Context: an optimization exercise on an open-source flow, tuned for small area, a short achievable clock period and few clock cycles. The choices shown serve that exercise and are no tape-out recipe. Only simulation tests tie the RTL to the original design; equivalence was not proved. Power figures rest on the tool's default switching activity, not on a simulated workload.

[flow/flow/run.sh]
#!/bin/bash
set -uo pipefail
MARGIN=$(cat flow/margin 2>/dev/null || echo 7)
bash standard.sh "SETUP_SLACK_MARGIN=$MARGIN" \
    "BUFFER_PORTS_ARGS=-buffer_cell sky130_fd_sc_hd__buf_1" finish > run_make.log 2>&1
status=$?
tail -5 run_make.log
exit $status
[flow/flow/margin]
7
[flow/standard.sh]
#!/bin/bash
# synth_recipe.tcl (not shown) runs the flow's synth.tcl, then flattens the netlist and writes it again
# the make line also repeats each setting of config.mk as NAME=value (left out here)
make -C /OpenROAD-flow-scripts/flow DESIGN_CONFIG=/design/flow/config.mk WORK_HOME=/design/flow/orfs CLKGATE_MAP_FILE= SYNTH_SCRIPT=/design/flow/synth_recipe.tcl "${@:-finish}"
[flow/config.mk]
export PLATFORM = sky130hd
export DESIGN_NAME = conv_engine
export DESIGN_NICKNAME = conv_engine
export VERILOG_FILES = /design/flow/design.v
export SDC_FILE = /design/flow/constraint.sdc
export NUM_CORES = 4
export LEC_CHECK = 0
export CAP_MARGIN = 20
export CORE_MARGIN = 2
export CORE_UTILIZATION = 40
export CTS_BUF_LIST = sky130_fd_sc_hd__clkbuf_8
export CTS_CLUSTER_SIZE = 30
export SLEW_MARGIN = 20
[flow/constraint.sdc]
create_clock -name core_clock -period 10.0 [get_ports {clk}]
set_input_delay 2.0000 -clock core_clock [delete_from_list [all_inputs] [get_ports {clk}]]
set_output_delay 2.0000 -clock core_clock [all_outputs]
set_load 0.01 [all_outputs]
[flow/design.v]
module conv_engine(
    input         clk,
    input         reset,
    input         en_ctrl,
    output [15:0] s_addr,
    output [15:0] w_addr,
    output [15:0] b_addr,
    input  [7:0]  signal,
    input  [7:0]  weight,
    input  [7:0]  bias,
    output [15:0] save_addr,
    output [7:0]  convout,
    output        en_write,
    output        finish
);
    reg        go;           
    reg        done;         
    reg        stall;        
    reg [11:0] sa, wa;       
    reg [2:0]  j;            
    reg [1:0]  c;            
    reg [2:0]  r;            
    reg        inb;          
    reg        jend, rend;   
    reg [4:0]  o, y;         
    reg [3:0]  xp;
    reg        last_out;     
    reg p0, p15, ya, yb, y01;    
    wire [2:0] jpen = (p0 | p15) ? 3'd2 : 3'd4;
    wire [2:0] rpen = ya ? 3'd1 : yb ? 3'd2 : 3'd3;
    wire cend = (c == 2'd2);
    wire last_pos = p15 & ya & ~y01;
    wire adv = go & ~done & ~stall;
    wire hold = ~inb & jend & cend & rend;
    wire inb_n  = adv ? hold : inb;
    wire jend_n = adv ? (~inb & (~jend ? (j == jpen) : (cend & rend))) : jend;
    wire cend_n = adv ? (~inb & (~jend ? cend : ~cend ? (c == 2'd1) : ~rend ? 1'b0 : 1'b1)) : cend;
    wire rend_n = adv ? (~inb & ((jend & cend & ~rend) ? (r == rpen) : rend)) : rend;
    wire last_out_n = w2 ? (o == 5'd30) : last_out;
    wire stall_n = (w2 & last_out) ? 1'b0 : (adv & inb & last_out) ? 1'b1 : stall;
    wire done_n = done | (adv & inb & last_out & last_pos);
    wire adv_n = en_ctrl & ~done_n & ~stall_n;
    reg a_inc, a_ch, a_row, a_back, a_pos;
    always @(posedge clk) begin
        if (reset) begin
            a_inc <= 1'b0;
            a_ch <= 1'b0;
            a_row <= 1'b0;
            a_back <= 1'b0;
            a_pos <= 1'b0;
        end else begin
            a_inc <= adv_n & ~inb_n & ~jend_n;
            a_ch <= adv_n & ~inb_n & jend_n & ~cend_n;
            a_row <= adv_n & ~inb_n & jend_n & cend_n & ~rend_n;
            a_back <= adv_n & inb_n & ~last_out_n;
            a_pos <= adv_n & inb_n & last_out_n;
        end
    end
    wire [11:0] ds, dw;
    assign ds = ({12{a_inc & (~p0 & ~p15)}} & 12'd3)
        | ({12{a_inc & (p0)}} & 12'd4093)
        | ({12{a_inc & (p15)}} & 12'd3)
        | ({12{a_ch & (~p0 & ~p15)}} & 12'd4082)
        | ({12{a_ch & (p0)}} & 12'd10)
        | ({12{a_ch & (p15)}} & 12'd4088)
        | ({12{a_row & (~p0 & ~p15)}} & 12'd79)
        | ({12{a_row & (p0)}} & 12'd103)
        | ({12{a_row & (p15)}} & 12'd85)
        | ({12{a_back & (~p0 & ~p15) & (ya)}} & 12'd3887)
        | ({12{a_back & (~p0 & ~p15) & (yb)}} & 12'd3791)
        | ({12{a_back & (~p0 & ~p15) & (~ya & ~yb)}} & 12'd3695)
        | ({12{a_back & (p0) & (ya)}} & 12'd3911)
        | ({12{a_back & (p0) & (yb)}} & 12'd3815)
        | ({12{a_back & (p0) & (~ya & ~yb)}} & 12'd3719)
        | ({12{a_back & (p15) & (ya)}} & 12'd3893)
        | ({12{a_back & (p15) & (yb)}} & 12'd3797)
        | ({12{a_back & (p15) & (~ya & ~yb)}} & 12'd3701)
        | ({12{a_pos & (~p0 & ~p15) & (ya)}} & 12'd3893)
        | ({12{a_pos & (~p0 & ~p15) & (yb)}} & 12'd3797)
        | ({12{a_pos & (~p0 & ~p15) & (~ya & ~yb)}} & 12'd3701)
        | ({12{a_pos & (p0) & (ya)}} & 12'd3902)
        | ({12{a_pos & (p0) & (yb)}} & 12'd3806)
        | ({12{a_pos & (p0) & (~ya & ~yb)}} & 12'd3710)
        | ({12{a_pos & (p15) & (~ya & ~yb)}} & 12'd3722)
        | ({12{a_pos & (p15) & (ya & y01)}} & 12'd3818)
        | ({12{a_pos & (p15) & (yb & y01)}} & 12'd3722)
        | ({12{a_pos & (p15) & (yb & ~y01)}} & 12'd3818);
    assign dw = ({12{a_inc & (~p0 & ~p15)}} & 12'd3)
        | ({12{a_inc & (p0)}} & 12'd4093)
        | ({12{a_inc & (p15)}} & 12'd3)
        | ({12{a_ch & (~p0 & ~p15)}} & 12'd4082)
        | ({12{a_ch & (p0)}} & 12'd10)
        | ({12{a_ch & (p15)}} & 12'd4088)
        | ({12{a_row & (~p0 & ~p15)}} & 12'd4094)
        | ({12{a_row & (p0)}} & 12'd22)
        | ({12{a_row & (p15)}} & 12'd4)
        | ({12{a_back & (~p0 & ~p15) & (ya)}} & 12'd28)
        | ({12{a_back & (~p0 & ~p15) & (yb)}} & 12'd13)
        | ({12{a_back & (~p0 & ~p15) & (~ya & ~yb)}} & 12'd4094)
        | ({12{a_back & (p0) & (ya)}} & 12'd52)
        | ({12{a_back & (p0) & (yb)}} & 12'd37)
        | ({12{a_back & (p0) & (~ya & ~yb)}} & 12'd22)
        | ({12{a_back & (p15) & (ya)}} & 12'd34)
        | ({12{a_back & (p15) & (yb)}} & 12'd19)
        | ({12{a_back & (p15) & (~ya & ~yb)}} & 12'd4)
        | ({12{a_pos & (~p0 & ~p15) & (ya)}} & 12'd1724)
        | ({12{a_pos & (~p0 & ~p15) & (yb)}} & 12'd1709)
        | ({12{a_pos & (~p0 & ~p15) & (~ya & ~yb)}} & 12'd1694)
        | ({12{a_pos & (p0) & (ya)}} & 12'd1736)
        | ({12{a_pos & (p0) & (yb)}} & 12'd1721)
        | ({12{a_pos & (p0) & (~ya & ~yb)}} & 12'd1706)
        | ({12{a_pos & (p15) & (~ya & ~yb)}} & 12'd1712)
        | ({12{a_pos & (p15) & (ya & y01)}} & 12'd1727)
        | ({12{a_pos & (p15) & (yb & y01)}} & 12'd1712)
        | ({12{a_pos & (p15) & (yb & ~y01)}} & 12'd1727);
    reg first1, b1, ga1, gb1;
    reg first2, b2, first3, b3, b4, wr_en, w2, lsb, fin;
    always @(posedge clk) begin
        if (reset) begin
            go <= 1'b0;
            done <= 1'b0;
            stall <= 1'b0;
            sa <= 12'd9;
            wa <= 12'd42;
            j <= 3'd0;
            c <= 2'd0;
            r <= 3'd0;
            inb <= 1'b0;
            jend <= 1'b0;
            rend <= 1'b0;
        end else begin
            go <= en_ctrl;
            sa <= sa + ds;
            wa <= wa + dw;
            if (adv) begin
                if (inb) begin
                    inb <= 1'b0;
                    j <= 3'd0;
                    c <= 2'd0;
                    r <= 3'd0;
                    jend <= 1'b0;
                    rend <= 1'b0;
                    if (last_out) begin
                        stall <= 1'b1;
                        if (last_pos) done <= 1'b1;
                    end
                end else if (~jend) begin
                    j <= j + 3'd1;
                    jend <= (j == jpen);
                end else if (~cend) begin
                    j <= 3'd0;
                    c <= c + 2'd1;
                    jend <= 1'b0;
                end else if (~rend) begin
                    j <= 3'd0;
                    c <= 2'd0;
                    r <= r + 3'd1;
                    jend <= 1'b0;
                    rend <= (r == rpen);
                end else begin
                    inb <= 1'b1;
                end
            end
            if (w2 & last_out) stall <= 1'b0;
        end
    end
    always @(posedge clk) begin
        if (reset) begin
            o <= 5'd0;
            xp <= 4'd0;
            y <= 5'd0;
            p0 <= 1'b1;
            p15 <= 1'b0;
            ya <= 1'b1;
            yb <= 1'b0;
            y01 <= 1'b1;
            last_out <= 1'b0;
        end else if (w2) begin
            o <= o + 5'd1;
            last_out <= (o == 5'd30);
            if (last_out) begin
                xp <= xp + 4'd1;
                p0 <= p15;
                p15 <= (xp == 4'd14);
                if (p15) begin
                    y <= y + 5'd1;
                    ya <= (y == 5'd30);
                    yb <= (y == 5'd0) | (y == 5'd29);
                    y01 <= (y == 5'd0);
                end
            end
        end
    end
    always @(posedge clk) begin
        if (reset) begin
            first1 <= 1'b0;
            b1 <= 1'b0;
            ga1 <= 1'b0;
            gb1 <= 1'b1;
            first2 <= 1'b0;
            b2 <= 1'b0;
            first3 <= 1'b0;
            b3 <= 1'b0;
            b4 <= 1'b0;
            wr_en <= 1'b0;
            w2 <= 1'b0;
            lsb <= 1'b0;
            fin <= 1'b0;
        end else begin
            first1 <= adv & ~inb & (j == 3'd0) & (c == 2'd0) & (r == 3'd0);
            b1 <= adv & inb;
            ga1 <= jend & ~p15 & ~p0;
            gb1 <= ~adv | inb | (j == 3'd0);
            first2 <= first1;
            b2 <= b1;
            first3 <= first2;
            b3 <= b2;
            b4 <= b3;
            wr_en <= b3 | b4;
            w2 <= b4;
            lsb <= p0 ? b3 : b4;
            if (b4 & last_out & last_pos) fin <= 1'b1;
        end
    end
    reg  [7:0]  sr;               
    reg  [3:0]  onea, twoa, nega;    
    reg  [3:0]  oneb, twob, negb;    
    wire [7:0]  wd = b1 ? 8'd64 : ga1 ? 8'd0 : weight;
    always @(posedge clk) begin
        sr <= b1 ? bias : signal;
        onea <= {wd[6] ^ wd[5], wd[4] ^ wd[3], wd[2] ^ wd[1], wd[0]};
        twoa <= {(wd[7] & ~wd[6] & ~wd[5]) | (~wd[7] & wd[6] & wd[5]),
                 (wd[5] & ~wd[4] & ~wd[3]) | (~wd[5] & wd[4] & wd[3]),
                 (wd[3] & ~wd[2] & ~wd[1]) | (~wd[3] & wd[2] & wd[1]),
                 (wd[1] & ~wd[0])};
        nega <= {wd[7], wd[5], wd[3], wd[1]};
        oneb <= b1 ? 4'b1000 : gb1 ? 4'b0000 : onea;
        twob <= (b1 | gb1) ? 4'b0000 : twoa;
        negb <= (b1 | gb1) ? 4'b0000 : nega;
    end
    wire [9:0]  sx = {{2{sr[7]}}, sr};
    wire [10:0] sx2 = {sx, 1'b0};
    wire [8:0] ea0;
    assign ea0[0] = ((onea[0] & sx[0]) | (twoa[0] & sx2[0])) ^ nega[0];
    assign ea0[1] = ((onea[0] & sx[1]) | (twoa[0] & sx2[1])) ^ nega[0];
    assign ea0[2] = ((onea[0] & sx[2]) | (twoa[0] & sx2[2])) ^ nega[0];
    assign ea0[3] = ((onea[0] & sx[3]) | (twoa[0] & sx2[3])) ^ nega[0];
    assign ea0[4] = ((onea[0] & sx[4]) | (twoa[0] & sx2[4])) ^ nega[0];
    assign ea0[5] = ((onea[0] & sx[5]) | (twoa[0] & sx2[5])) ^ nega[0];
    assign ea0[6] = ((onea[0] & sx[6]) | (twoa[0] & sx2[6])) ^ nega[0];
    assign ea0[7] = ((onea[0] & sx[7]) | (twoa[0] & sx2[7])) ^ nega[0];
    assign ea0[8] = ((onea[0] & sx[8]) | (twoa[0] & sx2[8])) ^ nega[0];
    wire [8:0] ea1;
    assign ea1[0] = ((onea[1] & sx[0]) | (twoa[1] & sx2[0])) ^ nega[1];
    assign ea1[1] = ((onea[1] & sx[1]) | (twoa[1] & sx2[1])) ^ nega[1];
    assign ea1[2] = ((onea[1] & sx[2]) | (twoa[1] & sx2[2])) ^ nega[1];
    assign ea1[3] = ((onea[1] & sx[3]) | (twoa[1] & sx2[3])) ^ nega[1];
    assign ea1[4] = ((onea[1] & sx[4]) | (twoa[1] & sx2[4])) ^ nega[1];
    assign ea1[5] = ((onea[1] & sx[5]) | (twoa[1] & sx2[5])) ^ nega[1];
    assign ea1[6] = ((onea[1] & sx[6]) | (twoa[1] & sx2[6])) ^ nega[1];
    assign ea1[7] = ((onea[1] & sx[7]) | (twoa[1] & sx2[7])) ^ nega[1];
    assign ea1[8] = ((onea[1] & sx[8]) | (twoa[1] & sx2[8])) ^ nega[1];
    wire [8:0] ea2;
    assign ea2[0] = ((onea[2] & sx[0]) | (twoa[2] & sx2[0])) ^ nega[2];
    assign ea2[1] = ((onea[2] & sx[1]) | (twoa[2] & sx2[1])) ^ nega[2];
    assign ea2[2] = ((onea[2] & sx[2]) | (twoa[2] & sx2[2])) ^ nega[2];
    assign ea2[3] = ((onea[2] & sx[3]) | (twoa[2] & sx2[3])) ^ nega[2];
    assign ea2[4] = ((onea[2] & sx[4]) | (twoa[2] & sx2[4])) ^ nega[2];
    assign ea2[5] = ((onea[2] & sx[5]) | (twoa[2] & sx2[5])) ^ nega[2];
    assign ea2[6] = ((onea[2] & sx[6]) | (twoa[2] & sx2[6])) ^ nega[2];
    assign ea2[7] = ((onea[2] & sx[7]) | (twoa[2] & sx2[7])) ^ nega[2];
    assign ea2[8] = ((onea[2] & sx[8]) | (twoa[2] & sx2[8])) ^ nega[2];
    wire [8:0] ea3;
    assign ea3[0] = ((onea[3] & sx[0]) | (twoa[3] & sx2[0])) ^ nega[3];
    assign ea3[1] = ((onea[3] & sx[1]) | (twoa[3] & sx2[1])) ^ nega[3];
    assign ea3[2] = ((onea[3] & sx[2]) | (twoa[3] & sx2[2])) ^ nega[3];
    assign ea3[3] = ((onea[3] & sx[3]) | (twoa[3] & sx2[3])) ^ nega[3];
    assign ea3[4] = ((onea[3] & sx[4]) | (twoa[3] & sx2[4])) ^ nega[3];
    assign ea3[5] = ((onea[3] & sx[5]) | (twoa[3] & sx2[5])) ^ nega[3];
    assign ea3[6] = ((onea[3] & sx[6]) | (twoa[3] & sx2[6])) ^ nega[3];
    assign ea3[7] = ((onea[3] & sx[7]) | (twoa[3] & sx2[7])) ^ nega[3];
    assign ea3[8] = ((onea[3] & sx[8]) | (twoa[3] & sx2[8])) ^ nega[3];
    reg  [17:0] Sa, Ca;
    wire [17:0] Sag = first2 ? 18'd0 : Sa;
    wire [17:0] Cag = first2 ? 18'd0 : Ca;
    wire fas0 = nega[0] ^ Sag[0] ^ ea0[0];
    wire fac0 = (nega[0] & Sag[0]) | (nega[0] & ea0[0]) | (Sag[0] & ea0[0]);
    wire fas1 = Sag[1] ^ Cag[1] ^ ea0[1];
    wire fac1 = (Sag[1] & Cag[1]) | (Sag[1] & ea0[1]) | (Cag[1] & ea0[1]);
    wire fas2 = nega[1] ^ Sag[2] ^ Cag[2];
    wire fac2 = (nega[1] & Sag[2]) | (nega[1] & Cag[2]) | (Sag[2] & Cag[2]);
    wire fas3 = ea0[2] ^ ea1[0] ^ fas2;
    wire fac3 = (ea0[2] & ea1[0]) | (ea0[2] & fas2) | (ea1[0] & fas2);
    wire fas4 = Sag[3] ^ Cag[3] ^ ea0[3];
    wire fac4 = (Sag[3] & Cag[3]) | (Sag[3] & ea0[3]) | (Cag[3] & ea0[3]);
    wire fas5 = ea1[1] ^ fac2 ^ fas4;
    wire fac5 = (ea1[1] & fac2) | (ea1[1] & fas4) | (fac2 & fas4);
    wire fas6 = nega[2] ^ Sag[4] ^ Cag[4];
    wire fac6 = (nega[2] & Sag[4]) | (nega[2] & Cag[4]) | (Sag[4] & Cag[4]);
    wire fas7 = ea0[4] ^ ea1[2] ^ ea2[0];
    wire fac7 = (ea0[4] & ea1[2]) | (ea0[4] & ea2[0]) | (ea1[2] & ea2[0]);
    wire fas8 = fas6 ^ fac4 ^ fas7;
    wire fac8 = (fas6 & fac4) | (fas6 & fas7) | (fac4 & fas7);
    wire fas9 = Sag[5] ^ Cag[5] ^ ea0[5];
    wire fac9 = (Sag[5] & Cag[5]) | (Sag[5] & ea0[5]) | (Cag[5] & ea0[5]);
    wire fas10 = ea1[3] ^ ea2[1] ^ fac6;
    wire fac10 = (ea1[3] & ea2[1]) | (ea1[3] & fac6) | (ea2[1] & fac6);
    wire fas11 = fac7 ^ fas9 ^ fas10;
    wire fac11 = (fac7 & fas9) | (fac7 & fas10) | (fas9 & fas10);
    wire fas12 = nega[3] ^ Sag[6] ^ Cag[6];
    wire fac12 = (nega[3] & Sag[6]) | (nega[3] & Cag[6]) | (Sag[6] & Cag[6]);
    wire fas13 = ea0[6] ^ ea1[4] ^ ea2[2];
    wire fac13 = (ea0[6] & ea1[4]) | (ea0[6] & ea2[2]) | (ea1[4] & ea2[2]);
    wire fas14 = ea3[0] ^ fas12 ^ fac9;
    wire fac14 = (ea3[0] & fas12) | (ea3[0] & fac9) | (fas12 & fac9);
    wire fas15 = fas13 ^ fac10 ^ fas14;
    wire fac15 = (fas13 & fac10) | (fas13 & fas14) | (fac10 & fas14);
    wire fas16 = Sag[7] ^ Cag[7] ^ ea0[7];
    wire fac16 = (Sag[7] & Cag[7]) | (Sag[7] & ea0[7]) | (Cag[7] & ea0[7]);
    wire fas17 = ea1[5] ^ ea2[3] ^ ea3[1];
    wire fac17 = (ea1[5] & ea2[3]) | (ea1[5] & ea3[1]) | (ea2[3] & ea3[1]);
    wire fas18 = fac12 ^ fac13 ^ fas16;
    wire fac18 = (fac12 & fac13) | (fac12 & fas16) | (fac13 & fas16);
    wire fas19 = fas17 ^ fac14 ^ fas18;
    wire fac19 = (fas17 & fac14) | (fas17 & fas18) | (fac14 & fas18);
    wire fas20 = ~(Sag[8] ^ Cag[8]);
    wire fac20 = Sag[8] | Cag[8];
    wire fas21 = ~ea0[8] ^ ea1[6] ^ ea2[4];
    wire fac21 = (~ea0[8] & ea1[6]) | (~ea0[8] & ea2[4]) | (ea1[6] & ea2[4]);
    wire fas22 = ea3[2] ^ fas20 ^ fac16;
    wire fac22 = (ea3[2] & fas20) | (ea3[2] & fac16) | (fas20 & fac16);
    wire fas23 = fac17 ^ fas21 ^ fac18;
    wire fac23 = (fac17 & fas21) | (fac17 & fac18) | (fas21 & fac18);
    wire fas24 = fas22 ^ fac19 ^ fas23;
    wire fac24 = (fas22 & fac19) | (fas22 & fas23) | (fac19 & fas23);
    wire fas25 = ~(Sag[9] ^ Cag[9]);
    wire fac25 = Sag[9] | Cag[9];
    wire fas26 = ea1[7] ^ ea2[5] ^ ea3[3];
    wire fac26 = (ea1[7] & ea2[5]) | (ea1[7] & ea3[3]) | (ea2[5] & ea3[3]);
    wire fas27 = fac20 ^ fas25 ^ fac21;
    wire fac27 = (fac20 & fas25) | (fac20 & fac21) | (fas25 & fac21);
    wire fas28 = fas26 ^ fac22 ^ fas27;
    wire fac28 = (fas26 & fac22) | (fas26 & fas27) | (fac22 & fas27);
    wire fas29 = fac23 ^ fas28 ^ fac24;
    wire fac29 = (fac23 & fas28) | (fac23 & fac24) | (fas28 & fac24);
    wire fas30 = Sag[10] ^ Cag[10] ^ ~ea1[8];
    wire fac30 = (Sag[10] & Cag[10]) | (Sag[10] & ~ea1[8]) | (Cag[10] & ~ea1[8]);
    wire fas31 = ea2[6] ^ ea3[4] ^ fac25;
    wire fac31 = (ea2[6] & ea3[4]) | (ea2[6] & fac25) | (ea3[4] & fac25);
    wire fas32 = fac26 ^ fas30 ^ fas31;
    wire fac32 = (fac26 & fas30) | (fac26 & fas31) | (fas30 & fas31);
    wire fas33 = fac27 ^ fas32 ^ fac28;
    wire fac33 = (fac27 & fas32) | (fac27 & fac28) | (fas32 & fac28);
    wire fas34 = ~(Sag[11] ^ Cag[11]);
    wire fac34 = Sag[11] | Cag[11];
    wire fas35 = ea2[7] ^ ea3[5] ^ fas34;
    wire fac35 = (ea2[7] & ea3[5]) | (ea2[7] & fas34) | (ea3[5] & fas34);
    wire fas36 = fac30 ^ fac31 ^ fas35;
    wire fac36 = (fac30 & fac31) | (fac30 & fas35) | (fac31 & fas35);
    wire fas37 = fac32 ^ fas36 ^ fac33;
    wire fac37 = (fac32 & fas36) | (fac32 & fac33) | (fas36 & fac33);
    wire fas38 = Sag[12] ^ Cag[12] ^ ~ea2[8];
    wire fac38 = (Sag[12] & Cag[12]) | (Sag[12] & ~ea2[8]) | (Cag[12] & ~ea2[8]);
    wire fas39 = ea3[6] ^ fac34 ^ fas38;
    wire fac39 = (ea3[6] & fac34) | (ea3[6] & fas38) | (fac34 & fas38);
    wire fas40 = fac35 ^ fas39 ^ fac36;
    wire fac40 = (fac35 & fas39) | (fac35 & fac36) | (fas39 & fac36);
    wire fas41 = ~(Sag[13] ^ Cag[13]);
    wire fac41 = Sag[13] | Cag[13];
    wire fas42 = ea3[7] ^ fas41 ^ fac38;
    wire fac42 = (ea3[7] & fas41) | (ea3[7] & fac38) | (fas41 & fac38);
    wire fas43 = fac39 ^ fas42 ^ fac40;
    wire fac43 = (fac39 & fas42) | (fac39 & fac40) | (fas42 & fac40);
    wire fas44 = Sag[14] ^ Cag[14] ^ ~ea3[8];
    wire fac44 = (Sag[14] & Cag[14]) | (Sag[14] & ~ea3[8]) | (Cag[14] & ~ea3[8]);
    wire fas45 = fac41 ^ fas44 ^ fac42;
    wire fac45 = (fac41 & fas44) | (fac41 & fac42) | (fas44 & fac42);
    wire fas46 = ~(Sag[15] ^ Cag[15]);
    wire fac46 = Sag[15] | Cag[15];
    wire fas47 = fas46 ^ fac44 ^ fac45;
    wire fac47 = (fas46 & fac44) | (fas46 & fac45) | (fac44 & fac45);
    wire fas48 = ~(Sag[16] ^ Cag[16]);
    wire fac48 = Sag[16] | Cag[16];
    wire fas49 = fac46 ^ fas48 ^ fac47;
    wire fac49 = (fac46 & fas48) | (fac46 & fac47) | (fas48 & fac47);
    wire fas50 = ~(Sag[17] ^ Cag[17]);
    wire fac50 = Sag[17] | Cag[17];
    wire fas51 = fac48 ^ fas50 ^ fac49;
    wire fac51 = (fac48 & fas50) | (fac48 & fac49) | (fas50 & fac49);
    always @(posedge clk) begin
        Sa <= {fas51, fas49, fas47, fac43, fas43, fac37, fas37, fac29, fas29, fas24, fac15, fac11, fac8, fac5, fac3, fac1, fac0, fas0};
        Ca <= {1'b0, 1'b0, 1'b0, fas45, 1'b0, fas40, 1'b0, fas33, 1'b0, 1'b0, fas19, fas15, fas11, fas8, fas5, fas3, fas1, 1'b0};
    end
    wire [8:0] eb0;
    assign eb0[0] = ((oneb[0] & sx[0]) | (twob[0] & sx2[0])) ^ negb[0];
    assign eb0[1] = ((oneb[0] & sx[1]) | (twob[0] & sx2[1])) ^ negb[0];
    assign eb0[2] = ((oneb[0] & sx[2]) | (twob[0] & sx2[2])) ^ negb[0];
    assign eb0[3] = ((oneb[0] & sx[3]) | (twob[0] & sx2[3])) ^ negb[0];
    assign eb0[4] = ((oneb[0] & sx[4]) | (twob[0] & sx2[4])) ^ negb[0];
    assign eb0[5] = ((oneb[0] & sx[5]) | (twob[0] & sx2[5])) ^ negb[0];
    assign eb0[6] = ((oneb[0] & sx[6]) | (twob[0] & sx2[6])) ^ negb[0];
    assign eb0[7] = ((oneb[0] & sx[7]) | (twob[0] & sx2[7])) ^ negb[0];
    assign eb0[8] = ((oneb[0] & sx[8]) | (twob[0] & sx2[8])) ^ negb[0];
    wire [8:0] eb1;
    assign eb1[0] = ((oneb[1] & sx[0]) | (twob[1] & sx2[0])) ^ negb[1];
    assign eb1[1] = ((oneb[1] & sx[1]) | (twob[1] & sx2[1])) ^ negb[1];
    assign eb1[2] = ((oneb[1] & sx[2]) | (twob[1] & sx2[2])) ^ negb[1];
    assign eb1[3] = ((oneb[1] & sx[3]) | (twob[1] & sx2[3])) ^ negb[1];
    assign eb1[4] = ((oneb[1] & sx[4]) | (twob[1] & sx2[4])) ^ negb[1];
    assign eb1[5] = ((oneb[1] & sx[5]) | (twob[1] & sx2[5])) ^ negb[1];
    assign eb1[6] = ((oneb[1] & sx[6]) | (twob[1] & sx2[6])) ^ negb[1];
    assign eb1[7] = ((oneb[1] & sx[7]) | (twob[1] & sx2[7])) ^ negb[1];
    assign eb1[8] = ((oneb[1] & sx[8]) | (twob[1] & sx2[8])) ^ negb[1];
    wire [8:0] eb2;
    assign eb2[0] = ((oneb[2] & sx[0]) | (twob[2] & sx2[0])) ^ negb[2];
    assign eb2[1] = ((oneb[2] & sx[1]) | (twob[2] & sx2[1])) ^ negb[2];
    assign eb2[2] = ((oneb[2] & sx[2]) | (twob[2] & sx2[2])) ^ negb[2];
    assign eb2[3] = ((oneb[2] & sx[3]) | (twob[2] & sx2[3])) ^ negb[2];
    assign eb2[4] = ((oneb[2] & sx[4]) | (twob[2] & sx2[4])) ^ negb[2];
    assign eb2[5] = ((oneb[2] & sx[5]) | (twob[2] & sx2[5])) ^ negb[2];
    assign eb2[6] = ((oneb[2] & sx[6]) | (twob[2] & sx2[6])) ^ negb[2];
    assign eb2[7] = ((oneb[2] & sx[7]) | (twob[2] & sx2[7])) ^ negb[2];
    assign eb2[8] = ((oneb[2] & sx[8]) | (twob[2] & sx2[8])) ^ negb[2];
    wire [8:0] eb3;
    assign eb3[0] = ((oneb[3] & sx[0]) | (twob[3] & sx2[0])) ^ negb[3];
    assign eb3[1] = ((oneb[3] & sx[1]) | (twob[3] & sx2[1])) ^ negb[3];
    assign eb3[2] = ((oneb[3] & sx[2]) | (twob[3] & sx2[2])) ^ negb[3];
    assign eb3[3] = ((oneb[3] & sx[3]) | (twob[3] & sx2[3])) ^ negb[3];
    assign eb3[4] = ((oneb[3] & sx[4]) | (twob[3] & sx2[4])) ^ negb[3];
    assign eb3[5] = ((oneb[3] & sx[5]) | (twob[3] & sx2[5])) ^ negb[3];
    assign eb3[6] = ((oneb[3] & sx[6]) | (twob[3] & sx2[6])) ^ negb[3];
    assign eb3[7] = ((oneb[3] & sx[7]) | (twob[3] & sx2[7])) ^ negb[3];
    assign eb3[8] = ((oneb[3] & sx[8]) | (twob[3] & sx2[8])) ^ negb[3];
    reg  [17:0] Sb, Cb;
    wire [17:0] Sbg = first3 ? 18'd0 : Sb;
    wire [17:0] Cbg = first3 ? 18'd0 : Cb;
    wire fbs0 = negb[0] ^ Sbg[0] ^ eb0[0];
    wire fbc0 = (negb[0] & Sbg[0]) | (negb[0] & eb0[0]) | (Sbg[0] & eb0[0]);
    wire fbs1 = Sbg[1] ^ Cbg[1] ^ eb0[1];
    wire fbc1 = (Sbg[1] & Cbg[1]) | (Sbg[1] & eb0[1]) | (Cbg[1] & eb0[1]);
    wire fbs2 = negb[1] ^ Sbg[2] ^ Cbg[2];
    wire fbc2 = (negb[1] & Sbg[2]) | (negb[1] & Cbg[2]) | (Sbg[2] & Cbg[2]);
    wire fbs3 = eb0[2] ^ eb1[0] ^ fbs2;
    wire fbc3 = (eb0[2] & eb1[0]) | (eb0[2] & fbs2) | (eb1[0] & fbs2);
    wire fbs4 = Sbg[3] ^ Cbg[3] ^ eb0[3];
    wire fbc4 = (Sbg[3] & Cbg[3]) | (Sbg[3] & eb0[3]) | (Cbg[3] & eb0[3]);
    wire fbs5 = eb1[1] ^ fbc2 ^ fbs4;
    wire fbc5 = (eb1[1] & fbc2) | (eb1[1] & fbs4) | (fbc2 & fbs4);
    wire fbs6 = negb[2] ^ Sbg[4] ^ Cbg[4];
    wire fbc6 = (negb[2] & Sbg[4]) | (negb[2] & Cbg[4]) | (Sbg[4] & Cbg[4]);
    wire fbs7 = eb0[4] ^ eb1[2] ^ eb2[0];
    wire fbc7 = (eb0[4] & eb1[2]) | (eb0[4] & eb2[0]) | (eb1[2] & eb2[0]);
    wire fbs8 = fbs6 ^ fbc4 ^ fbs7;
    wire fbc8 = (fbs6 & fbc4) | (fbs6 & fbs7) | (fbc4 & fbs7);
    wire fbs9 = Sbg[5] ^ Cbg[5] ^ eb0[5];
    wire fbc9 = (Sbg[5] & Cbg[5]) | (Sbg[5] & eb0[5]) | (Cbg[5] & eb0[5]);
    wire fbs10 = eb1[3] ^ eb2[1] ^ fbc6;
    wire fbc10 = (eb1[3] & eb2[1]) | (eb1[3] & fbc6) | (eb2[1] & fbc6);
    wire fbs11 = fbc7 ^ fbs9 ^ fbs10;
    wire fbc11 = (fbc7 & fbs9) | (fbc7 & fbs10) | (fbs9 & fbs10);
    wire fbs12 = negb[3] ^ Sbg[6] ^ Cbg[6];
    wire fbc12 = (negb[3] & Sbg[6]) | (negb[3] & Cbg[6]) | (Sbg[6] & Cbg[6]);
    wire fbs13 = eb0[6] ^ eb1[4] ^ eb2[2];
    wire fbc13 = (eb0[6] & eb1[4]) | (eb0[6] & eb2[2]) | (eb1[4] & eb2[2]);
    wire fbs14 = eb3[0] ^ fbs12 ^ fbc9;
    wire fbc14 = (eb3[0] & fbs12) | (eb3[0] & fbc9) | (fbs12 & fbc9);
    wire fbs15 = fbs13 ^ fbc10 ^ fbs14;
    wire fbc15 = (fbs13 & fbc10) | (fbs13 & fbs14) | (fbc10 & fbs14);
    wire fbs16 = Sbg[7] ^ Cbg[7] ^ eb0[7];
    wire fbc16 = (Sbg[7] & Cbg[7]) | (Sbg[7] & eb0[7]) | (Cbg[7] & eb0[7]);
    wire fbs17 = eb1[5] ^ eb2[3] ^ eb3[1];
    wire fbc17 = (eb1[5] & eb2[3]) | (eb1[5] & eb3[1]) | (eb2[3] & eb3[1]);
    wire fbs18 = fbc12 ^ fbc13 ^ fbs16;
    wire fbc18 = (fbc12 & fbc13) | (fbc12 & fbs16) | (fbc13 & fbs16);
    wire fbs19 = fbs17 ^ fbc14 ^ fbs18;
    wire fbc19 = (fbs17 & fbc14) | (fbs17 & fbs18) | (fbc14 & fbs18);
    wire fbs20 = ~(Sbg[8] ^ Cbg[8]);
    wire fbc20 = Sbg[8] | Cbg[8];
    wire fbs21 = ~eb0[8] ^ eb1[6] ^ eb2[4];
    wire fbc21 = (~eb0[8] & eb1[6]) | (~eb0[8] & eb2[4]) | (eb1[6] & eb2[4]);
    wire fbs22 = eb3[2] ^ fbs20 ^ fbc16;
    wire fbc22 = (eb3[2] & fbs20) | (eb3[2] & fbc16) | (fbs20 & fbc16);
    wire fbs23 = fbc17 ^ fbs21 ^ fbc18;
    wire fbc23 = (fbc17 & fbs21) | (fbc17 & fbc18) | (fbs21 & fbc18);
    wire fbs24 = fbs22 ^ fbc19 ^ fbs23;
    wire fbc24 = (fbs22 & fbc19) | (fbs22 & fbs23) | (fbc19 & fbs23);
    wire fbs25 = ~(Sbg[9] ^ Cbg[9]);
    wire fbc25 = Sbg[9] | Cbg[9];
    wire fbs26 = eb1[7] ^ eb2[5] ^ eb3[3];
    wire fbc26 = (eb1[7] & eb2[5]) | (eb1[7] & eb3[3]) | (eb2[5] & eb3[3]);
    wire fbs27 = fbc20 ^ fbs25 ^ fbc21;
    wire fbc27 = (fbc20 & fbs25) | (fbc20 & fbc21) | (fbs25 & fbc21);
    wire fbs28 = fbs26 ^ fbc22 ^ fbs27;
    wire fbc28 = (fbs26 & fbc22) | (fbs26 & fbs27) | (fbc22 & fbs27);
    wire fbs29 = fbc23 ^ fbs28 ^ fbc24;
    wire fbc29 = (fbc23 & fbs28) | (fbc23 & fbc24) | (fbs28 & fbc24);
    wire fbs30 = Sbg[10] ^ Cbg[10] ^ ~eb1[8];
    wire fbc30 = (Sbg[10] & Cbg[10]) | (Sbg[10] & ~eb1[8]) | (Cbg[10] & ~eb1[8]);
    wire fbs31 = eb2[6] ^ eb3[4] ^ fbc25;
    wire fbc31 = (eb2[6] & eb3[4]) | (eb2[6] & fbc25) | (eb3[4] & fbc25);
    wire fbs32 = fbc26 ^ fbs30 ^ fbs31;
    wire fbc32 = (fbc26 & fbs30) | (fbc26 & fbs31) | (fbs30 & fbs31);
    wire fbs33 = fbc27 ^ fbs32 ^ fbc28;
    wire fbc33 = (fbc27 & fbs32) | (fbc27 & fbc28) | (fbs32 & fbc28);
    wire fbs34 = ~(Sbg[11] ^ Cbg[11]);
    wire fbc34 = Sbg[11] | Cbg[11];
    wire fbs35 = eb2[7] ^ eb3[5] ^ fbs34;
    wire fbc35 = (eb2[7] & eb3[5]) | (eb2[7] & fbs34) | (eb3[5] & fbs34);
    wire fbs36 = fbc30 ^ fbc31 ^ fbs35;
    wire fbc36 = (fbc30 & fbc31) | (fbc30 & fbs35) | (fbc31 & fbs35);
    wire fbs37 = fbc32 ^ fbs36 ^ fbc33;
    wire fbc37 = (fbc32 & fbs36) | (fbc32 & fbc33) | (fbs36 & fbc33);
    wire fbs38 = Sbg[12] ^ Cbg[12] ^ ~eb2[8];
    wire fbc38 = (Sbg[12] & Cbg[12]) | (Sbg[12] & ~eb2[8]) | (Cbg[12] & ~eb2[8]);
    wire fbs39 = eb3[6] ^ fbc34 ^ fbs38;
    wire fbc39 = (eb3[6] & fbc34) | (eb3[6] & fbs38) | (fbc34 & fbs38);
    wire fbs40 = fbc35 ^ fbs39 ^ fbc36;
    wire fbc40 = (fbc35 & fbs39) | (fbc35 & fbc36) | (fbs39 & fbc36);
    wire fbs41 = ~(Sbg[13] ^ Cbg[13]);
    wire fbc41 = Sbg[13] | Cbg[13];
    wire fbs42 = eb3[7] ^ fbs41 ^ fbc38;
    wire fbc42 = (eb3[7] & fbs41) | (eb3[7] & fbc38) | (fbs41 & fbc38);
    wire fbs43 = fbc39 ^ fbs42 ^ fbc40;
    wire fbc43 = (fbc39 & fbs42) | (fbc39 & fbc40) | (fbs42 & fbc40);
    wire fbs44 = Sbg[14] ^ Cbg[14] ^ ~eb3[8];
    wire fbc44 = (Sbg[14] & Cbg[14]) | (Sbg[14] & ~eb3[8]) | (Cbg[14] & ~eb3[8]);
    wire fbs45 = fbc41 ^ fbs44 ^ fbc42;
    wire fbc45 = (fbc41 & fbs44) | (fbc41 & fbc42) | (fbs44 & fbc42);
    wire fbs46 = ~(Sbg[15] ^ Cbg[15]);
    wire fbc46 = Sbg[15] | Cbg[15];
    wire fbs47 = fbs46 ^ fbc44 ^ fbc45;
    wire fbc47 = (fbs46 & fbc44) | (fbs46 & fbc45) | (fbc44 & fbc45);
    wire fbs48 = ~(Sbg[16] ^ Cbg[16]);
    wire fbc48 = Sbg[16] | Cbg[16];
    wire fbs49 = fbc46 ^ fbs48 ^ fbc47;
    wire fbc49 = (fbc46 & fbs48) | (fbc46 & fbc47) | (fbs48 & fbc47);
    wire fbs50 = ~(Sbg[17] ^ Cbg[17]);
    wire fbc50 = Sbg[17] | Cbg[17];
    wire fbs51 = fbc48 ^ fbs50 ^ fbc49;
    wire fbc51 = (fbc48 & fbs50) | (fbc48 & fbc49) | (fbs50 & fbc49);
    always @(posedge clk) begin
        Sb <= {fbs51, fbs49, fbs47, fbc43, fbs43, fbc37, fbs37, fbc29, fbs29, fbs24, fbc15, fbc11, fbc8, fbc5, fbc3, fbc1, fbc0, fbs0};
        Cb <= {1'b0, 1'b0, 1'b0, fbs45, 1'b0, fbs40, 1'b0, fbs33, 1'b0, 1'b0, fbs19, fbs15, fbs11, fbs8, fbs5, fbs3, fbs1, 1'b0};
    end
    wire [17:0] acc = b3 ? (Sa + Ca) : (Sb + Cb);
    wire [8:0]  t = acc[17:9];
    reg  [7:0]  cout_r;
    always @(posedge clk)
        cout_r <= (t[8] != t[7]) ? {t[8], {7{~t[8]}}} : t[7:0];
    assign s_addr = {4'd0, sa};
    assign w_addr = {4'd0, wa};
    assign b_addr = {11'd0, o};
    assign save_addr = {1'b0, y, xp, lsb, o};
    assign convout = cout_r;
    assign en_write = wr_en;
    assign finish = fin;
endmodule
==> impl_metrics.json, run 1 <==
{
  "status": "no timing/DRC/antenna violations",
  "layout.nets": 1448,
  "synthTopCellsByArea": "dfxtp_1, fa_1, xnor2_1, ha_1, inv_1",
  "clock_skew_ns": 0.01872,
  "maxCapViolCount": 0,
  "grt.overflow.total": 0,
  "crit_buf_inv": 0,
  "slew_headroom_pct": 47.63,
  "gp_congestion": 0.8457,
  "start_util_pct": 40.35,
  "cts-root-buf": "clkbuf_8",
  "hold_buffers": 0,
  "place_area_mm2": 0.01155,
  "fmax_ghz": 0.3315,
  "path_clk_slew_ns": 0.11,
  "path_delay_family": "compound AO/OA/AOI/OAI gates",
  "dr_total_vias": 8114,
  "cts_buffer_depth": 2,
  "ant_nets": 0,
  "synth-edff-count": 0,
  "grt_pass1_wl_um": 38940,
  "cp-end-kind": "flip-flop",
  "switching_share_pct": 39.95,
  "area_growth_pct": 16.05,
  "setup_tns_ns": 0,
  "p_int_mw": 1.677,
  "cts_tree": "yes",
  "synth_area_mm2": 0.01115,
  "routedWlPerCell_um": 13.99,
  "crit_path_cell_trace": "mux2i_1, nor2_2, or3_4, ha_1, a21o_1, a21oi_2, o21bai_2, a2111oi_4, o31ai_2, a21o_1, a21oi_2, xnor2_1, nor2_1",
  "wirelength_um": 23390,
  "ys_seq_area_share_pct": 30.88,
  "p_clk_share_pct": 18.0,
  "setup_viol": 0,
  "cts.sinks": 172,
  "rows": 61,
  "grt_pass1_vias": 8097,
  "worstMarginPinSlew_ns": 0.7845,
  "slowest_stage": "or3_4",
  "ioPinCount": 101,
  "power_density_mw_per_mm2": 215.8,
  "synth.largest_area_cell": "dfxtp_1",
  "drc": 0,
  "yosys.area.top_type_share_pct": 30.88,
  "hold_viol": 0,
  "synthFlopType": "dfxtp_1",
  "p_sw_mw": 1.116,
  "clock_latency_ns": 0.47,
  "start_kind": "flip-flop",
  "synthDistinctLibCells": 62,
  "drive_gt1_share_pct": 23.11,
  "drt_iter0_drc": 381,
  "synth_most_common_cell": "dfxtp_1",
  "yosys_warnings": 1,
  "hold_path_class": "flip-flop to flip-flop",
  "syn-mean-instance-area_um2": 9.260,
  "ys_top_cells_by_count": "dfxtp_1, inv_1, nor2_1, fa_1, xnor2_1",
  "timing.final.crit_share_pct": 30.17,
  "core_mm2": 0.02763,
  "power_mw": 2.792,
  "ys_async_sr_fraction_pct": 0,
  "worstPathArrival_ns": 3.36,
  "synthesis.instances": 1204,
  "synth_seq_cells": 172,
  "rsz0062_at_grt": "yes",
  "required_ns": 10.34,
  "seq_power_share_pct": 35.0,
  "drv_slew": 0,
  "port_buffers": 80,
  "ir_worst_vdd_uv": 83.21,
  "die_area_mm2": 0.02923,
  "die_x_um": 171.0,
  "first_pass_iters": 5,
  "period_needed_ns": 3.017,
  "via_per_inst": 4.853,
  "antenna_found_initial": 0,
  "diodes": 0,
  "pwr-share-comb_pct": 47.0,
  "cts.htree.levels": 4,
  "critPathKind": "flip-flop to flip-flop",
  "final_area_mm2": 0.01294,
  "p_leak_nw": 5.567,
  "max_stage_delay_ns": 0.41,
  "hpwl_um": 16440,
  "path_max_fanout": 4,
  "grt_max_degree": 69,
  "grt_use_total_pct": 16.54,
  "fp.dieH_um": 171.0,
  "cts_made_buffers": 17
}
## power by group through the flow
stage / clock network, mW / logic [mW] / registers (mW)
floorplan: 0 / 0.986 / 0.970
global placement: 0 / 1.25 / 0.997
detailed placement: 0 / 1.27 / 0.999
CTS: 0.516 / 1.30 / 0.979
global route: 0.545 / 1.58 / 1.00
finish: 0.502 / 1.31 / 0.978
## what timing repair did
| item | CTS | global route |
|---|---|---|
| setup endpoints to repair | 74 | 52 |
| buffers inserted | 23 | 35 |
| gates resized for setup | 126 | 94 |
| pin swaps | 4 | 44 |
## layer usage
metal / routed length, um / part of all wire, % / track usage [%]
met2: 11890 / 51 / 29.20
met1: 10390 / 44 / 20.86
met4: 382 / 1.6 / 4.753
met3: 727 / 3.1 / 2.637
met5: 0 / 0 / 0
## area by class of cell
class	count	area, um2
Clock inverter	11	108.9
Inverter	124	470.5
Fill cell	2697	14690
Sequential cell	172	3606
Timing Repair Buffer	139	859.6
Clock buffer	21	289.0
Tap cell	378	473.0
Multi-Input combinational cell	827	7132
## through the flow
step | utilization [%] | worst slack (ns) | hold slack (ns) | instances
2_1_floorplan | - | 6.974 | 0.4138 | 1223
3_3_place_gp | 41.81 | 6.282 | 0.4169 | 1582
3_5_place_dp | 41.81 | 6.223 | 0.4266 | 1582
4_1_cts | 44.77 | 6.879 | 0.4423 | 1637
5_1_grt | 46.83 | 6.786 | 0.4579 | 1672
6_report | 46.83 | 6.983 | 0.4383 | 1672
## worst paths after layout
path,from,to,slack [ns],cells past startpoint
hold reg to reg,first1,first2,0.44,1
hold / removal,first1,first2,0.44,1
setup reg to reg,y01,wa[11],6.98,13
setup / recovery,y01,wa[11],6.98,13
## flip-flops by register name (all words and copies together) (netlist names), 2 cells and up
| signal | count |
|---|---|
| o | 5 |
| Sa | 18 |
| xp | 4 |
| y | 5 |
| Sb | 18 |
| onea | 4 |
| r | 3 |
| cout_r | 8 |
| twob | 4 |
| oneb | 4 |
| sa | 12 |
| sr | 8 |
| negb | 4 |
| Cb | 10 |
| c | 2 |
| j | 3 |
| twoa | 4 |
| Ca | 10 |
| nega | 4 |
| wa | 12 |
## layout by cell type (no fill, tap or decap), types with 25 or more instances in the layout
cell / instances
a22oi_1: 49
dfxtp_1: 102
xor2_1: 38
xnor2_1: 83
buf_2: 32
nand2_1: 57
nand2b_1: 42
fa_1: 79
dfxtp_2: 40
a21oi_1: 40
o21ai_0: 25
nor2b_1: 43
inv_1: 116
buf_1: 35
ha_1: 51
buf_4: 57
nor2_1: 87
dfxtp_4: 30
## kinds of logic (layout without fill, tap and decap cells)
family	Yosys count	after routing	synth area share, %
fa+ha+maj	146	146	22.24
flops	172	172	30.88
mux	16	16	1.695
buf+inv	224	295	8.417
simple gates	312	312	14.22
xor+xnor	129	129	10.20
compound gates	204	204	12.31
other cells	1	20	0.03363
Testbench counts, summed over its fixed seeds: cycles 4,137,219.
==> run 2, diff against run 1 <==
==> flow/flow/margin (replaced) <==
6.8
--- a/flow/config.mk
+++ b/flow/config.mk
@@ -10,4 +10,2 @@
 export CORE_UTILIZATION = 40
-export CTS_BUF_LIST = sky130_fd_sc_hd__clkbuf_8
-export CTS_CLUSTER_SIZE = 30
 export SLEW_MARGIN = 20
==> run 2 against run 1 <==
Area after synthesis unchanged. Synthesized cell count unchanged. First-iteration DRC count up 17%. Non-clock buffer count down 37. Clock power up 27%. Still clean on timing, DRC and antenna. Sequential power up 0.4%. Largest cell class unchanged. Largest power group unchanged.
==> impl_metrics.json, run 2 <==
{
  "status": "no timing/DRC/antenna violations",
  "hold_path_class": "flip-flop to flip-flop",
  "cp-end-kind": "flip-flop",
  "ant_nets": 0,
  "antenna_found_initial": 0,
  "grt.overflow.total": 0,
  "grt_pass1_wl_um": 37740,
  "pre_cts_ws_ns": 6.089,
  "synth-edff-count": 0,
  "via_per_inst": 4.829,
  "synth_most_common_cell": "dfxtp_1",
  "clock_skew_ns": 0.008580,
  "period_needed_ns": 3.101,
  "port_buffers": 80,
  "ir_worst_vdd_uv": 142.8,
  "core_mm2": 0.02763,
  "synth.largest_area_cell": "dfxtp_1",
  "start_kind": "flip-flop",
  "switching_share_pct": 38.37,
  "setup_tns_ns": 0,
  "ys_seq_area_share_pct": 30.88,
  "timing.final.crit_share_pct": 31.01,
  "cts.sinks": 172,
  "hold_slack_ns": 0.4388,
  "utilization_pct": 44.91,
  "path_max_fanout": 11,
  "rows": 61,
  "setup_viol": 0,
  "ys_async_sr_fraction_pct": 0,
  "largestRegisters": "Sa x18, Sb x18",
  "fin_ws_ns": 6.899,
  "pwr-share-comb_pct": 43.7,
  "wirelength_um": 22570,
  "dr_total_vias": 7891,
  "cts-root-buf": "clkbuf_16",
  "yosys.area.top_type_share_pct": 30.88,
  "fp.dieH_um": 171.0,
  "path_clk_slew_ns": 0.07,
  "fillers": 2732,
  "hpwl_um": 16680,
  "cts_buffer_depth": 2,
  "layout.nets": 1411,
  "slew_headroom_pct": 45.41,
  "synthFlopType": "dfxtp_1",
  "rsz0062_at_grt": "yes",
  "hold_buffers": 0,
  "first_pass_iters": 4,
  "clock_latency_ns": 0.44,
  "hold_viol": 0,
  "die_x_um": 171.0,
  "grt_pass1_vias": 7719,
  "final_cells": 1634,
  "cts_made_buffers": 17,
  "grt_use_total_pct": 16.19,
  "power_density_mw_per_mm2": 231.8,
  "grtUsageMet3_pct": 2.892,
  "final_area_mm2": 0.01241,
  "dp.cells": 1582,
  "gp_congestion": 0.8231,
  "final_common_cell": "dfxtp_1",
  "synthDistinctLibCells": 62,
  "synthesis.instances": 1204,
  "final_cell_mix": "dfxtp_1, inv_1, nor2_1",
  "ys_top_cells_by_count": "dfxtp_1, inv_1, nor2_1, fa_1, xnor2_1",
  "drive_gt1_share_pct": 10.83,
  "cts.htree.levels": 4,
  "worstMarginPinSlew_ns": 0.8178,
  "area_growth_pct": 11.28,
  "syn-mean-instance-area_um2": 9.260,
  "drt_iter0_drc": 445,
  "die_area_mm2": 0.02923,
  "synthTopCellsByArea": "dfxtp_1, fa_1, xnor2_1, ha_1, inv_1",
  "p_sw_mw": 1.103,
  "grtUsageMet2_pct": 28.18,
  "p_int_mw": 1.772,
  "drv_slew": 0,
  "diodes": 0,
  "drc": 0,
  "p_clk_share_pct": 22.2,
  "power_mw": 2.876,
  "fmax_ghz": 0.3225,
  "place_area_mm2": 0.01153,
  "required_ns": 10.31,
  "top_usage_layer": "met2",
  "start_util_pct": 40.35,
  "maxCapViolCount": 0,
  "p_leak_nw": 5.201,
  "critPathKind": "flip-flop to flip-flop",
  "seq_power_share_pct": 34.1,
  "yosys_warnings": 1,
  "grtUsageMet1_pct": 20.38,
  "ioPinCount": 101,
  "grt_max_degree": 69,
  "cts_tree": "yes",
  "routedWlPerCell_um": 13.81,
  "synth_seq_cells": 172,
  "worstPathArrival_ns": 3.41,
  "synth_area_mm2": 0.01115
}
==> run 2: repair_timing <==
action | in CTS | in global routing
setup endpoints to repair | 24 | 13
gates cloned | 0 | 0
buffers inserted | 2 | 19
pin swaps | 1 | 11
resized for setup | 27 | 30
==> run 2: logic make-up after synthesis <==
kind of cell / Yosys count / share of synthesized area, %
and+or+nand+nor: 312 / 14.22
buffers and inverters: 224 / 8.417
muxes: 16 / 1.695
other: 1 / 0.03363
AOI/OAI and AO/OA: 204 / 12.31
adders and majority gates: 146 / 22.24
DFF: 172 / 30.88
xor gates and xnor gates: 129 / 10.20
==> run 2: cell type report <==
class	instances	area, um2	area share [%]
clock buffers	18	439.2	3.540
well taps	378	473.0	3.812
inverters	124	466.7	3.762
repair buffers	102	464.2	3.741
flip-flops and latches	172	3495	28.17
multi-input cells	827	6949	56.01
clock inverters	13	120.1	0.9681
==> run 2: worst paths after layout <==
kind	cells past startpoint	start	slack [ns]	end
min	1	b2	0.44	b3
min reg2reg	1	b2	0.44	b3
max reg2reg	14	p15	6.90	wa[11]
max	14	p15	6.90	wa[11]
==> run 2: power by group through the flow <==
| stage | Clock (mW) | Combinational [mW] | Sequential, mW |
|---|---|---|---|
| 2_1_floorplan | 0 | 0.983 | 0.970 |
| 3_3_place_gp | 0 | 1.23 | 0.998 |
| 3_5_place_dp | 0 | 1.27 | 0.999 |
| 4_1_cts | 0.659 | 1.28 | 0.985 |
| 5_1_grt | 0.684 | 1.50 | 1.00 |
| 6_report | 0.638 | 1.26 | 0.982 |
==> run 2: worst max-delay path: stages, from the launching register on <==
cell and delay (ns):
dfxtp_4 0.39, nand2b_4 0.18, nand2_1 0.07, a21oi_1 0.06
or3_4 0.38, ha_1 0.29, a21o_1 0.19, a21oi_2 0.15
o21bai_1 0.11, a2111oi_2 0.50, o31ai_2 0.12, a21o_1 0.20
a21oi_2 0.15, xnor2_1 0.13, nor2_1 0.05
==> run 2: metal layers <==
metal	wire, um	vias up
met3	716	26
met4	420	0
met5	0	-
met2	11080	123
li1	-	3964
met1	10350	3778
==> run 3, diff against run 2 <==
==> flow/flow/margin (replaced) <==
6.5
==> run 3 against run 2 <==
Still clean on timing, DRC and antenna. Highest routed layer unchanged. Combinational power is essentially flat. Utilization shrank 0.67 points. Power grew 2.4%. Sequential share of layout area grew 0.19 points. Sequential cell count is the same. Cell count shrank 1.2%. Largest power group unchanged. Clock skew is essentially flat. Via count shrank 0.51%. Largest cell class unchanged. Register-to-register slack lost 0.23 ns. Die area is the same. Area after synthesis is the same. Synthesized cell count is the same.
==> impl_metrics.json, run 3 <==
{
  "synthFlopType": "dfxtp_1",
  "worstPathArrival_ns": 3.65,
  "synthTopCellsByArea": "dfxtp_1, fa_1, xnor2_1, ha_1, inv_1",
  "crit_path_cell_trace": "a22oi_1, xnor2_1, fa_1, fa_1, inv_1, fa_1, inv_1, fa_1, fa_1",
  "max_stage_delay_ns": 0.77,
  "dr_total_vias": 7851,
  "clock_skew_ns": 0.008332,
  "drive_gt1_share_pct": 7.437,
  "pre_cts_ws_ns": 6.082,
  "grt_use_total_pct": 16.34,
  "ioPinCount": 101,
  "largestRegisters": "Sa x18, Sb x18",
  "rows": 61,
  "fp.dieH_um": 171.0,
  "gp_congestion": 0.8152,
  "critPathKind": "flip-flop to flip-flop",
  "final_cells": 1615,
  "hold_viol": 0,
  "yosys_warnings": 1,
  "cts.htree.levels": 4,
  "status": "no timing/DRC/antenna violations",
  "ys_seq_area_share_pct": 30.88,
  "via_per_inst": 4.861,
  "setup_viol": 0,
  "rsz0062_at_grt": "no",
  "rrSetupSlack_ns": 6.67,
  "synth_seq_cells": 172,
  "final_cell_mix": "dfxtp_1, inv_1, nor2_1",
  "place_area_mm2": 0.01153,
  "ir_worst_vdd_uv": 122.1,
  "ys_async_sr_fraction_pct": 0,
  "drv_slew": 0,
  "timing.final.crit_share_pct": 33.30,
  "synth.largest_area_cell": "dfxtp_1",
  "power_density_mw_per_mm2": 240.9,
  "drt_iter0_drc": 455,
  "ys_top_cells_by_count": "dfxtp_1, inv_1, nor2_1, fa_1, xnor2_1",
  "grt_max_degree": 69,
  "slew_headroom_pct": 46.07,
  "period_needed_ns": 3.330,
  "path_max_fanout": 16,
  "synth-edff-count": 0,
  "clock_latency_ns": 0.43,
  "synthDistinctLibCells": 62,
  "cts_buffer_depth": 2,
  "p_leak_nw": 5.142,
  "grt_pass1_vias": 7899,
  "synth_area_mm2": 0.01115,
  "required_ns": 10.32,
  "antenna_found_initial": 0,
  "slowest_stage": "dfxtp_1",
  "grt.overflow.total": 0,
  "cp-end-kind": "flip-flop",
  "die_area_mm2": 0.02923,
  "crit_buf_inv": 2,
  "wirelength_um": 22260,
  "hpwl_um": 16710,
  "setup_tns_ns": 0,
  "first_pass_iters": 6,
  "path_clk_slew_ns": 0.07,
  "layout.nets": 1391,
  "fmax_ghz": 0.3003,
  "cts.sinks": 172,
  "maxCapViolCount": 0,
  "dp.cells": 1582,
  "cts_tree": "yes",
  "start_util_pct": 40.35,
  "worst_path_most_repeated_cell": "fa_1",
  "fin_ws_ns": 6.670,
  "synthesis.instances": 1204,
  "grt_pass1_wl_um": 38360,
  "routedWlPerCell_um": 13.78,
  "syn-mean-instance-area_um2": 9.260,
  "final_area_mm2": 0.01222,
  "synth_most_common_cell": "dfxtp_1",
  "ant_nets": 0,
  "start_kind": "flip-flop",
  "cts_made_buffers": 17,
  "area_growth_pct": 9.606,
  "path_delay_family": "adder cells",
  "yosys.area.top_type_share_pct": 30.88,
  "port_buffers": 80,
  "diodes": 0,
  "final_common_cell": "dfxtp_1",
  "core_mm2": 0.02763,
  "die_x_um": 171.0,
  "hold_path_class": "flip-flop to flip-flop",
  "cts-root-buf": "clkbuf_16",
  "drc": 0,
  "worstMarginPinSlew_ns": 0.8078
}
-- run 3: cell counts after synthesis --
No cell type changed its count.
-- run 3: path summary, 6_finish.rpt --
| kind | start | to | cells after the start |
|---|---|---|---|
| worst max-delay path | sr[3] | Sa[9] | 9 |
| worst min-delay path | b2 | b3 | 1 |
| worst max register to register | sr[3] | Sa[9] | 9 |
| worst min register to register | b2 | b3 | 1 |
-- run 3: logic make-up (layout without fill, tap and decap cells) --
kind of cell	Yosys count	after routing	share of synthesized area (%)
xor+xnor	129	129	10.20
buf+inv	224	238	8.417
simple gates	312	312	14.22
mux	16	16	1.695
fa+ha+maj	146	146	22.24
other cells	1	20	0.03363
flops	172	172	30.88
compound gates	204	204	12.31
-- run 3: repair_timing --
item / CTS / global route
hold buffers: 0 / 0
setup buffers: 0 / 1
gates resized for setup: 6 / 17
hold endpoints to repair: 0 / 0
endpoints found under the setup margin: 5 / 8
pin swaps: 0 / 1
-- run 3: power breakdown --
part	total [mW]	internal [mW]	switching [mW]	leakage, nW
clock network	0.706	0.403	0.303	0.307
registers	0.982	0.864	0.117	1.42
logic	1.26	0.557	0.699	3.41
total	2.94	1.82	1.12	5.14
-- run 3: stage by stage --
step | hold slack (ns) | power [mW] | util (%)
finish | 0.4383 | 2.944 | 44.23
global route | 0.4505 | 3.280 | 44.23
CTS | 0.4433 | 3.000 | 44.02
detailed placement | 0.4258 | 2.268 | 41.73
global placement | 0.4210 | 2.229 | 41.73
floorplan | 0.4138 | 1.953 | -
-- run 3: layer usage --
metal  GRT usage, %  wire [um]
met2          28.67      11170
met3          3.146        825
met5              0          0
met4          3.869        234
met1          20.75      10030
-- run 3: layout make-up --
class,count,area [um2]
inverters,124,465.4
well taps,378,473.0
multi-input cells,827,6877
clock inverters,15,197.7
fillers,2737,15410
clock buffers,17,425.4
repair buffers,82,316.6
flip-flops and latches,172,3466
==> run 4, diff against run 3 <==
==> flow/flow/margin (replaced) <==
6.0
==> run 4 against run 3 <==
Still clean. Setup slack got worse by 0.27 ns. Cell area decreased by 0.51%. Combinational power about the same. Global-route usage about the same. Sequential power about the same. Clock power about the same. Highest routed layer unchanged.
==> impl_metrics.json, run 4 <==
{
  "fmax_ghz": 0.2774,
  "fillers": 2742,
  "fp.dieH_um": 171.0,
  "synthDistinctLibCells": 62,
  "status": "no timing/DRC/antenna violations",
  "r2r-start": "p0",
  "hpwl_um": 16710,
  "path_delay_family": "compound AO/OA/AOI/OAI gates",
  "drc": 0,
  "timing.final.crit_share_pct": 36.05,
  "synth_area_mm2": 0.01115,
  "power_mw": 2.945,
  "grt_max_degree": 69,
  "synthFlopType": "dfxtp_1",
  "final_cell_mix": "dfxtp_1, inv_1, nor2_1",
  "fin_ws_ns": 6.395,
  "synth_top_family_by_area": "adder cells",
  "max_stage_delay_ns": 0.61,
  "dp.cells": 1582,
  "first_pass_iters": 5,
  "cts_buffer_depth": 2,
  "p_leak_nw": 5.129,
  "clock_latency_ns": 0.43,
  "die_x_um": 171.0,
  "ioPinCount": 101,
  "gp_congestion": 0.8152,
  "antenna_found_initial": 0,
  "min_from": "b2",
  "synth-xor-area-share_pct": 10.20,
  "rr_worst_depth": 14,
  "crit_buf_inv": 0,
  "drt_iter0_drc": 405,
  "synth.largest_area_cell": "dfxtp_1",
  "hold_buffers": 0,
  "utilization_pct": 44.00,
  "synth_most_common_cell": "dfxtp_1",
  "slew_headroom_pct": 42.13,
  "required_ns": 10.30,
  "pre_cts_ws_ns": 6.082,
  "start_kind": "flip-flop",
  "drv_slew": 0,
  "ir_worst_vdd_uv": 122.1,
  "maxCapViolCount": 0,
  "worstPathArrival_ns": 3.91,
  "rsz0062_at_grt": "no",
  "grt_use_total_pct": 16.32,
  "ys_async_sr_fraction_pct": 0,
  "yosys.area.top_type_share_pct": 30.88,
  "ant_nets": 0,
  "die_area_mm2": 0.02923,
  "synthSimpleGateAreaFrac_pct": 14.22,
  "diodes": 0,
  "worstMarginPinSlew_ns": 0.8668,
  "final_common_cell": "dfxtp_1",
  "power_density_mw_per_mm2": 242.2,
  "setup_viol": 0,
  "cts_setup_buffers": 0,
  "synthTopCellsByArea": "dfxtp_1, fa_1, xnor2_1, ha_1, inv_1",
  "wirelength_um": 22150,
  "cts_resized": 0,
  "start_util_pct": 40.35,
  "cp-end-kind": "flip-flop",
  "via_per_inst": 4.871,
  "period_needed_ns": 3.605,
  "cts-root-buf": "clkbuf_16",
  "path_max_fanout": 26,
  "cts.htree.levels": 4,
  "area_growth_pct": 9.045,
  "cts.sinks": 172,
  "rrSetupSlack_ns": 6.40,
  "rows": 61,
  "hold_path_depth": 1,
  "cts_made_buffers": 17,
  "synthAdderAreaFrac_pct": 22.24,
  "grt.overflow.total": 0,
  "dr_total_vias": 7862,
  "grt_pass1_wl_um": 38320,
  "synth_seq_cells": 172,
  "synth-edff-count": 0,
  "critPathKind": "flip-flop to flip-flop",
  "slowest_stage": "dfxtp_2",
  "largestRegisters": "Sa x18, Sb x18",
  "routedWlPerCell_um": 13.72,
  "grt_pass1_vias": 7894,
  "muxShareOfSynthArea_pct": 1.695,
  "hold_viol": 0,
  "ys_top_cells_by_count": "dfxtp_1, inv_1, nor2_1, fa_1, xnor2_1",
  "yosys_warnings": 1,
  "drive_gt1_share_pct": 6.149,
  "synth_compound_area_share_pct": 12.31,
  "layout.nets": 1390,
  "cts_tree": "yes",
  "port_buffers": 80,
  "ys_seq_area_share_pct": 30.88,
  "setup_tns_ns": 0,
  "syn-mean-instance-area_um2": 9.260,
  "core_mm2": 0.02763,
  "clock_skew_ns": 0.008876,
  "path_clk_slew_ns": 0.07,
  "timing.rr.end": "wa[11]",
  "hold_path_class": "flip-flop to flip-flop",
  "final_cells": 1614,
  "hold-path-endpoint": "b3",
  "worst_path_most_repeated_cell": "a21oi_1",
  "crit_path_cell_trace": "nand2b_1, nand2_1, a21oi_1, or3_1, ha_1, a21o_1, a21oi_1, o21bai_1, a2111oi_1, o31ai_1, a21o_1, a21oi_1, xnor2_1, nor2_1",
  "synthesis.instances": 1204
}
run 4: layout make-up:
cell class / count / area [um2] / share of cell area, %
Clock buffer: 17 / 425.4 / 3.499
Timing Repair Buffer: 81 / 309.0 / 2.542
Inverter: 124 / 465.4 / 3.828
Multi-Input combinational cell: 827 / 6839 / 56.25
Clock inverter: 15 / 197.7 / 1.626
Tap cell: 378 / 473.0 / 3.890
Sequential cell: 172 / 3448 / 28.36
run 4: kinds of logic after synthesis:
| group | Yosys count |
|---|---|
| AO/OA/AOI/OAI | 204 |
| buffers and inverters | 224 |
| other | 1 |
| adder cells (fa/ha/maj) | 146 |
| flip-flops | 172 |
| multiplexers | 16 |
| AND/OR/NAND/NOR | 312 |
| XOR/XNOR | 129 |
run 4: how the worst max path moves through the flow:
stage,startpoint,to,slack (ns),cells past startpoint
final,p0,wa[11],6.40,14
after floorplan,p15,wa[10],6.76,16
after global routing,p0,wa[11],6.05,14
after CTS,p0,wa[11],6.06,14
after global placement,p0,wa[11],6.19,14
after detailed placement,p0,wa[11],6.08,14
run 4: through the flow:
step	hold slack, ns	instance area [um2]
2_1_floorplan	0.4138	11220
3_3_place_gp	0.4210	11530
3_5_place_dp	0.4258	11530
4_1_cts	0.4433	12150
5_1_grt	0.4579	12160
6_report	0.4385	12160
run 4: power breakdown:
| part | switching, mW | internal (mW) | leakage, nW |
|---|---|---|---|
| combinational | 0.699 | 0.556 | 3.40 |
| clock | 0.304 | 0.403 | 0.307 |
| sequential | 0.117 | 0.865 | 1.42 |
run 4: routing by layer:
layer | GRT usage (%) | vias up | routed length, um
met3 | 3.146 | 16 | 761
met2 | 28.62 | 153 | 11090
li1 | - | 3907 | -
met4 | 3.869 | 0 | 234
met1 | 20.73 | 3786 | 10060
met5 | 0 | - | 0

## port drivers added, routing unchanged
In the flow no input, the clock included, has a driving cell. The finished layouts below were timed again as built, in two steps. Step 1 (the two cells are an assumption about what drives the block):
set clk [get_ports {clk}]
set_driving_cell -lib_cell sky130_fd_sc_hd__clkbuf_16 $clk
set_driving_cell -lib_cell sky130_fd_sc_hd__buf_2 [delete_from_list [all_inputs] $clk]
Step 2 times the ports against the registers' clock, not the clock port: input delays grow and output delays shrink by t, the midpoint of the rising clock arrivals with the driver on. Three values: ideal, step 1, step 2; two values: the first two.
run	shift t [ns]	setup WS [ns]	worst setup path after step 2	latest minus earliest clock arrival (ns)
run 1	0.506	6.983 / 6.949 / 6.700	input to register	0.020 / 0.021
run 2	0.478	6.899 / 6.867 / 6.729	input to register	0.011 / 0.011
run 3	0.476	6.670 / 6.670 / 6.670	register to register	0.011 / 0.011
run 4	0.477	6.395 / 6.395 / 6.395	register to register	0.011 / 0.011
After both steps every run listed still meets setup and hold. For run 1, which loses most, drivers alone change the setup slack by -0.034 ns; drivers and shift together by -0.283 ns.
